This is an optimization exercise on Yosys and OpenROAD, whose aim is small area, a short achievable clock period and few clock cycles per item, not a production implementation.
The RTL was checked by simulation tests, not by an equivalence proof against the original design.

==> inputs of run M <==
==> flow/design.v <==
module padder1(in, is_last, byte_num, out);
    input  [63:0] in;
    input         is_last;
    input  [2:0]  byte_num;
    output [63:0] out;
    genvar k;
    generate
      for (k = 0; k < 8; k = k + 1) begin : B
        wire keep = ~is_last | (byte_num > k);
        wire pad  = is_last & (byte_num == k);
        assign out[8*k +: 8] = (in[63-8*k -: 8] & {8{keep}}) | {7'b0, pad};
      end
    endgenerate
endmodule
module padder(clk, reset, in, in_ready, is_last, byte_num, buffer_full,
              out, lane_valid, ready_n, fin, f_busy, f_ack);
    input              clk, reset;
    input      [63:0]  in;
    input              in_ready, is_last;
    input      [2:0]   byte_num;
    output             buffer_full;
    output     [575:0] out;          
    output     [8:0]   lane_valid;   
    output             ready_n;      
    output reg         fin;        
    input              f_busy;       
    input              f_ack;        
    reg                ready;        
    reg        [575:0] buf_q;
    reg        [3:0]   wc;           
    wire       [3:0]   slot;
    wire       [63:0]  lane;
    wire               accept;
    assign buffer_full = fin | (ready & f_busy);
    assign accept      = in_ready & ~buffer_full;
    assign slot        = f_ack ? 4'd0 : wc;
    assign out         = buf_q;
    genvar j;
    generate
      for (j = 0; j < 9; j = j + 1) begin : L
        assign lane_valid[j] = (wc > j);
        always @ (posedge clk)
          if (accept && slot == j)
            buf_q[64*j +: 64] <= lane;
      end
    endgenerate
    padder1 p0 (in, is_last, byte_num, lane);
    always @ (posedge clk)
      if (reset)
        wc <= 0;
      else if (accept)
        wc <= slot + 1;
      else if (f_ack)
        wc <= 0;
    assign ready_n = ~reset & ((accept & (is_last | (slot == 8))) | (ready & ~f_ack));
    always @ (posedge clk)
      ready <= ready_n;
    always @ (posedge clk)
      if (reset)
        fin <= 0;
      else if (accept && is_last)
        fin <= 1;
endmodule
module rconst2in1(i, rc);
    input      [4:0]  i;
    output     [63:0] rc;
    reg        [6:0]  r;    
    always @ (*)
      case (i)
        5'd0:  r = 7'b0000001;   
        5'd1:  r = 7'b0011010;   
        5'd2:  r = 7'b1011110;   
        5'd3:  r = 7'b1110000;   
        5'd4:  r = 7'b0011111;   
        5'd5:  r = 7'b0100001;   
        5'd6:  r = 7'b1111001;   
        5'd7:  r = 7'b1010101;   
        5'd8:  r = 7'b0001110;   
        5'd9:  r = 7'b0001100;   
        5'd10: r = 7'b0110101;   
        5'd11: r = 7'b0100110;   
        5'd12: r = 7'b0111111;   
        5'd13: r = 7'b1001111;   
        5'd14: r = 7'b1011101;   
        5'd15: r = 7'b1010011;   
        5'd16: r = 7'b1010010;   
        5'd17: r = 7'b1001000;   
        5'd18: r = 7'b0010110;   
        5'd19: r = 7'b1100110;   
        5'd20: r = 7'b1111001;   
        5'd21: r = 7'b1011000;   
        5'd22: r = 7'b0100001;   
        5'd23: r = 7'b1110100;   
        default: r = 7'b0000000;
      endcase
    assign rc = {r[6], 31'b0, r[5], 15'b0, r[4], 7'b0, r[3], 3'b0, r[2], 1'b0, r[1], r[0]};
endmodule
module round2in1(in, m, rc, out);
    input  [1599:0] in;
    input  [575:0]  m;
    input  [63:0]   rc;
    output [1599:0] out;
    wire   [63:0]   pm[0:4];    
    wire   [63:0]   c[0:4];
    wire   [63:0]   d[0:4];
    wire   [63:0]   b[0:24];
    function integer rotc(input integer l);
        case (l)
           0: rotc =  0;  1: rotc =  1;  2: rotc = 62;  3: rotc = 28;  4: rotc = 27;
           5: rotc = 36;  6: rotc = 44;  7: rotc =  6;  8: rotc = 55;  9: rotc = 20;
          10: rotc =  3; 11: rotc = 10; 12: rotc = 43; 13: rotc = 25; 14: rotc = 39;
          15: rotc = 41; 16: rotc = 45; 17: rotc = 15; 18: rotc = 21; 19: rotc =  8;
          20: rotc = 18; 21: rotc =  2; 22: rotc = 61; 23: rotc = 56; 24: rotc = 14;
          default: rotc = 0;
        endcase
    endfunction
    genvar x, y;
    generate
      for (x = 0; x < 5; x = x + 1) begin : TC
        if (x < 4) begin : M2
          assign pm[x] = m[64*x +: 64] ^ m[64*(x+5) +: 64];
        end else begin : M1
          assign pm[x] = m[64*x +: 64];
        end
        assign c[x] = ((in[64*x +: 64] ^ in[64*(x+5) +: 64]) ^ (in[64*(x+10) +: 64]
                    ^ in[64*(x+15) +: 64])) ^ (in[64*(x+20) +: 64] ^ pm[x]);
      end
      for (x = 0; x < 5; x = x + 1) begin : TD
        assign d[x] = c[(x+4)%5] ^ {c[(x+1)%5][62:0], c[(x+1)%5][63]};
      end
      for (y = 0; y < 5; y = y + 1) begin : TY
        for (x = 0; x < 5; x = x + 1) begin : TX
          wire [63:0] a;
          if (5*y+x < 9) begin : AM
            assign a = in[64*(5*y+x) +: 64] ^ m[64*(5*y+x) +: 64];
          end else begin : AN
            assign a = in[64*(5*y+x) +: 64];
          end
          wire [63:0] t = a ^ d[x];
          if (rotc(5*y+x) == 0) begin : R0
            assign b[y + 5*((2*x+3*y)%5)] = t;
          end else begin : RN
            assign b[y + 5*((2*x+3*y)%5)] = {t[63-rotc(5*y+x):0], t[63:64-rotc(5*y+x)]};
          end
        end
      end
      for (y = 0; y < 5; y = y + 1) begin : CY
        for (x = 0; x < 5; x = x + 1) begin : CX
          if (x == 0 && y == 0) begin : IO
            assign out[0 +: 64] = b[0] ^ (~b[1] & b[2]) ^ rc;
          end else begin : CH
            assign out[64*(5*y+x) +: 64] = b[5*y+x] ^ (~b[5*y+(x+1)%5] & b[5*y+(x+2)%5]);
          end
        end
      end
    endgenerate
endmodule
module f_permutation(clk, reset, in, lane_valid, in_ready, in_final, ack, busy, out, out_ready);
    input               clk, reset;
    input      [575:0]  in;
    input      [8:0]    lane_valid;
    input               in_ready;    
    input               in_final;    
    output reg          ack;         
    output reg          busy;        
    output reg [1599:0] out;
    output reg          out_ready;
    reg        [4:0]    i;           
    reg                 last;        
    reg                 run, hold;   
    wire       [1599:0] round_out;
    wire       [575:0]  blk;
    wire       [63:0]   rc;
    wire                busy_n, ack_n;
    assign busy_n = ack | (busy & (i != 23));
    assign ack_n  = in_ready & ~busy_n;
    genvar j;
    generate
      for (j = 0; j < 9; j = j + 1) begin : M
        if (j == 8) begin : P
          assign blk[64*j +: 64] = (in[64*j +: 64] & {64{ack & lane_valid[j]}})
                                 ^ {ack & in_final, 63'b0};
        end else begin : D
          assign blk[64*j +: 64] = in[64*j +: 64] & {64{ack & lane_valid[j]}};
        end
      end
    endgenerate
    rconst2in1 rconst_ (i, rc);
    round2in1 round_ (out, blk, rc, round_out);
    always @ (posedge clk)
      out <= (round_out & {1600{run}}) | (out & {1600{hold}});
    always @ (posedge clk)
      begin
        run  <= ~reset & (ack_n | busy_n);
        hold <= ~reset & ~(ack_n | busy_n);
      end
    always @ (posedge clk)
      if (reset)
        ack <= 0;
      else
        ack <= ack_n;
    always @ (posedge clk)
      if (reset)
        i <= 0;
      else if (ack)
        i <= 1;
      else if (busy)
        i <= (i == 23) ? 5'd0 : i + 1;
    always @ (posedge clk)
      if (reset)
        busy <= 0;
      else
        busy <= busy_n;
    always @ (posedge clk)
      if (reset)
        last <= 0;
      else if (ack)
        last <= in_final;
    always @ (posedge clk)
      if (reset)
        out_ready <= 0;
      else if (busy && i == 23 && last)
        out_ready <= 1;
endmodule
module keccak(clk, reset, in, in_ready, is_last, byte_num, buffer_full, out, out_ready);
    input              clk, reset;
    input      [63:0]  in;
    input              in_ready, is_last;
    input      [2:0]   byte_num;
    output             buffer_full;
    output     [511:0] out;
    output             out_ready;
    wire       [575:0] blk;
    wire       [8:0]   lane_valid;
    wire               blk_ready, blk_final, f_ack, f_busy;
    wire      [1599:0] state;
    padder
      padder_ (clk, reset, in, in_ready, is_last, byte_num, buffer_full,
               blk, lane_valid, blk_ready, blk_final, f_busy, f_ack);
    f_permutation
      f_permutation_ (clk, reset, blk, lane_valid, blk_ready, blk_final, f_ack, f_busy,
                      state, out_ready);
    genvar w, b;
    generate
      for (w = 0; w < 8; w = w + 1) begin : L0
        for (b = 0; b < 8; b = b + 1) begin : L1
          assign out[511 - 64*w - 8*b -: 8] = state[64*w + 8*b +: 8];
        end
      end
    endgenerate
endmodule
==> flow/run.sh <==
#!/bin/bash
# synth_recipe.tcl (not shown) runs the flow's synth.tcl, then flattens the netlist and writes it again
# the make line also repeats each setting of config.mk as NAME=value (left out here)
make -C /OpenROAD-flow-scripts/flow DESIGN_CONFIG=/design/flow/config.mk WORK_HOME=/design/flow/orfs CLKGATE_MAP_FILE= SYNTH_SCRIPT=/design/flow/synth_recipe.tcl finish
==> flow/config.mk <==
export PLATFORM = sky130hd
export DESIGN_NAME = keccak
export DESIGN_NICKNAME = keccak
export VERILOG_FILES = /design/flow/design.v
export SDC_FILE = /design/flow/constraint.sdc
export NUM_CORES = 4
export LEC_CHECK = 0
export ABC_CLOCK_PERIOD_IN_PS = 4000
export CAP_MARGIN = 30
export CORE_MARGIN = 2
export CORE_UTILIZATION = 30
export GPL_ROUTABILITY_DRIVEN = 1
export GPL_TIMING_DRIVEN = 1
export PLACE_DENSITY = 0.45
export SETUP_SLACK_MARGIN = 5
export SLEW_MARGIN = 40
==> flow/constraint.sdc <==
create_clock -name core_clock -period 9.0 [get_ports {clk}]
set_input_delay 1.8000 -clock core_clock [delete_from_list [all_inputs] [get_ports {clk}]]
set_output_delay 1.8000 -clock core_clock [all_outputs]
set_load 0.01 [all_outputs]
==> inputs of run P, as changes to run M <==
==> flow/design.v, changed modules only <==
module padder(clk, reset, in, in_ready, is_last, byte_num, buffer_full,
              out, lane_valid, ready, fin, f_busy, f_ack);
    input              clk, reset;
    input      [63:0]  in;
    input              in_ready, is_last;
    input      [2:0]   byte_num;
    output             buffer_full;
    output     [575:0] out;          
    output     [8:0]   lane_valid;   
    output reg         ready;        
    output reg         fin;        
    input              f_busy;       
    input              f_ack;        
    reg        [575:0] buf_q;
    reg        [3:0]   wc;           
    wire       [3:0]   slot;
    wire       [63:0]  lane;
    wire               accept;
    assign buffer_full = fin | (ready & f_busy);
    assign accept      = in_ready & ~buffer_full;
    assign slot        = f_ack ? 4'd0 : wc;
    assign out         = buf_q;
    genvar j;
    generate
      for (j = 0; j < 9; j = j + 1) begin : L
        assign lane_valid[j] = (wc > j);
        always @ (posedge clk)
          if (accept && slot == j)
            buf_q[64*j +: 64] <= lane;
      end
    endgenerate
    padder1 p0 (in, is_last, byte_num, lane);
    always @ (posedge clk)
      if (reset)
        wc <= 0;
      else if (accept)
        wc <= slot + 1;
      else if (f_ack)
        wc <= 0;
    always @ (posedge clk)
      if (reset)
        ready <= 0;
      else if (accept && (is_last || slot == 8))
        ready <= 1;
      else if (f_ack)
        ready <= 0;
    always @ (posedge clk)
      if (reset)
        fin <= 0;
      else if (accept && is_last)
        fin <= 1;
endmodule
module round2in1(in, rc, out);
    input  [1599:0] in;
    input  [63:0]   rc;
    output [1599:0] out;
    wire   [63:0]   c[0:4];
    wire   [63:0]   d[0:4];
    wire   [63:0]   b[0:24];
    function integer rotc(input integer l);
        case (l)
           0: rotc =  0;  1: rotc =  1;  2: rotc = 62;  3: rotc = 28;  4: rotc = 27;
           5: rotc = 36;  6: rotc = 44;  7: rotc =  6;  8: rotc = 55;  9: rotc = 20;
          10: rotc =  3; 11: rotc = 10; 12: rotc = 43; 13: rotc = 25; 14: rotc = 39;
          15: rotc = 41; 16: rotc = 45; 17: rotc = 15; 18: rotc = 21; 19: rotc =  8;
          20: rotc = 18; 21: rotc =  2; 22: rotc = 61; 23: rotc = 56; 24: rotc = 14;
          default: rotc = 0;
        endcase
    endfunction
    genvar x, y;
    generate
      for (x = 0; x < 5; x = x + 1) begin : TC
        assign c[x] = in[64*x +: 64] ^ in[64*(x+5) +: 64] ^ in[64*(x+10) +: 64]
                    ^ in[64*(x+15) +: 64] ^ in[64*(x+20) +: 64];
      end
      for (x = 0; x < 5; x = x + 1) begin : TD
        assign d[x] = c[(x+4)%5] ^ {c[(x+1)%5][62:0], c[(x+1)%5][63]};
      end
      for (y = 0; y < 5; y = y + 1) begin : TY
        for (x = 0; x < 5; x = x + 1) begin : TX
          wire [63:0] t = in[64*(5*y+x) +: 64] ^ d[x];
          if (rotc(5*y+x) == 0) begin : R0
            assign b[y + 5*((2*x+3*y)%5)] = t;
          end else begin : RN
            assign b[y + 5*((2*x+3*y)%5)] = {t[63-rotc(5*y+x):0], t[63:64-rotc(5*y+x)]};
          end
        end
      end
      for (y = 0; y < 5; y = y + 1) begin : CY
        for (x = 0; x < 5; x = x + 1) begin : CX
          if (x == 0 && y == 0) begin : IO
            assign out[0 +: 64] = b[0] ^ (~b[1] & b[2]) ^ rc;
          end else begin : CH
            assign out[64*(5*y+x) +: 64] = b[5*y+x] ^ (~b[5*y+(x+1)%5] & b[5*y+(x+2)%5]);
          end
        end
      end
    endgenerate
endmodule
module f_permutation(clk, reset, in, lane_valid, in_ready, in_final, ack, busy, out, out_ready);
    input               clk, reset;
    input      [575:0]  in;
    input      [8:0]    lane_valid;
    input               in_ready;    
    input               in_final;    
    output              ack;         
    output reg          busy;        
    output reg [1599:0] out;
    output reg          out_ready;
    reg        [4:0]    i;           
    reg                 last;        
    wire       [1599:0] round_in, round_out;
    wire       [575:0]  blk;
    wire       [63:0]   rc;
    wire                run, hold;
    assign ack  = in_ready & ~busy;
    assign run  = (ack | busy) & ~reset;
    assign hold = ~(ack | busy) & ~reset;
    genvar j;
    generate
      for (j = 0; j < 9; j = j + 1) begin : M
        if (j == 8) begin : P
          assign blk[64*j +: 64] = (in[64*j +: 64] & {64{ack & lane_valid[j]}})
                                 ^ {ack & in_final, 63'b0};
        end else begin : D
          assign blk[64*j +: 64] = in[64*j +: 64] & {64{ack & lane_valid[j]}};
        end
      end
    endgenerate
    assign round_in = {out[1599:576], out[575:0] ^ blk};
    rconst2in1 rconst_ (i, rc);
    round2in1 round_ (round_in, rc, round_out);
    always @ (posedge clk)
      out <= (round_out & {1600{run}}) | (out & {1600{hold}});
    always @ (posedge clk)
      if (reset)
        i <= 0;
      else if (ack)
        i <= 1;
      else if (busy)
        i <= (i == 23) ? 5'd0 : i + 1;
    always @ (posedge clk)
      if (reset)
        busy <= 0;
      else if (ack)
        busy <= 1;
      else if (i == 23)
        busy <= 0;
    always @ (posedge clk)
      if (reset)
        last <= 0;
      else if (ack)
        last <= in_final;
    always @ (posedge clk)
      if (reset)
        out_ready <= 0;
      else if (busy && i == 23 && last)
        out_ready <= 1;
endmodule
Settings changed: ABC_CLOCK_PERIOD_IN_PS 4000 to default, CORE_UTILIZATION 30 to 25, GPL_TIMING_DRIVEN 1 to default, PLACE_DENSITY 0.45 to 0.35, SETUP_SLACK_MARGIN 5 to default.
==> inputs of run C, as changes to run M <==
Settings changed: CORE_UTILIZATION 30 to 25, PLACE_DENSITY 0.45 to 0.35.
==> summary.txt <==
Flip-flop and latch count: run C 2193; run M 2193; run P 2190
Endpoint of the worst hold-timing path: run C f_permutation_.last$_SDFFE_PP0P_; run M f_permutation_.last$_SDFFE_PP0P_; run P f_permutation_.last$_SDFFE_PP0N_
Drt first-iter violations: run C 25720; run M 27850; run P 16090
Post-DP HPWL: run C 1234 mm; run M 1201 mm; run P 1033 mm
Result of the run: run C timing/DRC/antenna clean; run M timing/DRC/antenna clean; run P timing/DRC/antenna clean
Wire length of the first global-routing pass: run C 1747 mm; run M 1718 mm; run P 1445 mm
Clk_buf instances: run C 469; run M 464; run P 476
Per-cell routed wire length: run C 61.18 um; run M 63.51 um; run P 51.68 um
Maximum clock frequency: run C 0.2375 GHz; run M 0.2347 GHz; run P 0.1787 GHz
Cell at the slowest stage of the critical path: run C sky130_fd_sc_hd__xnor3_4; run M sky130_fd_sc_hd__xnor2_4; run P sky130_fd_sc_hd__xnor2_1
Synthesized Nets: run C 14390; run M 14390; run P 14370
Post-place setup slack: run C 3.844 ns; run M 3.404 ns; run P 3.414 ns
Proportion of netlist area held by the largest area contributor: run C 21.35%; run M 21.35%; run P 21.50%
Synthesized flop and latch total: run C 2193; run M 2193; run P 2190
Post-place instance area: run C 179400 um2; run M 178300 um2; run P 173500 um2
Total setup buffers inserted after CTS: run C 309; run M 308; run P 0
FF+latch area: run C 50180 um2; run M 50080 um2; run P 49620 um2
Testbench counts of run M, summed over its fixed seeds: cycles 22,651, messages 320.
Testbench counts of run P, summed over its fixed seeds: cycles 22,651, messages 320.
Testbench counts of run C, summed over its fixed seeds: cycles 22,651, messages 320.

[separate check: timing with driven ports]
In the flow no input, the clock included, has a driving cell. The finished layouts below were timed again as built, in two steps.
Step 1 sets driving cells, clkbuf_16 on the clock port and buf_2 on the other inputs (assumed; they add their load-dependent delay and slew).
Step 2 times the ports against the registers' clock, not the clock port: input delays grow and output delays shrink by t, the midpoint of the rising clock arrivals with the driver on.
a / b / c = ideal / step 1 / step 2; a / b = the first two.
run	t (ns)	setup WS [ns]	slew at the worst register clock pin (ns)
run M	1.165	4.740 / 4.740 / 4.079	0.07 / 0.07
run P	1.155	3.403 / 3.403 / 3.403	0.07 / 0.07
run C	1.176	4.789 / 4.789 / 4.018	0.07 / 0.07
After both steps setup and hold are still met in every run listed. For run C, which loses most, drivers alone change the setup slack by 0.000 ns; drivers and shift together by -0.771 ns.
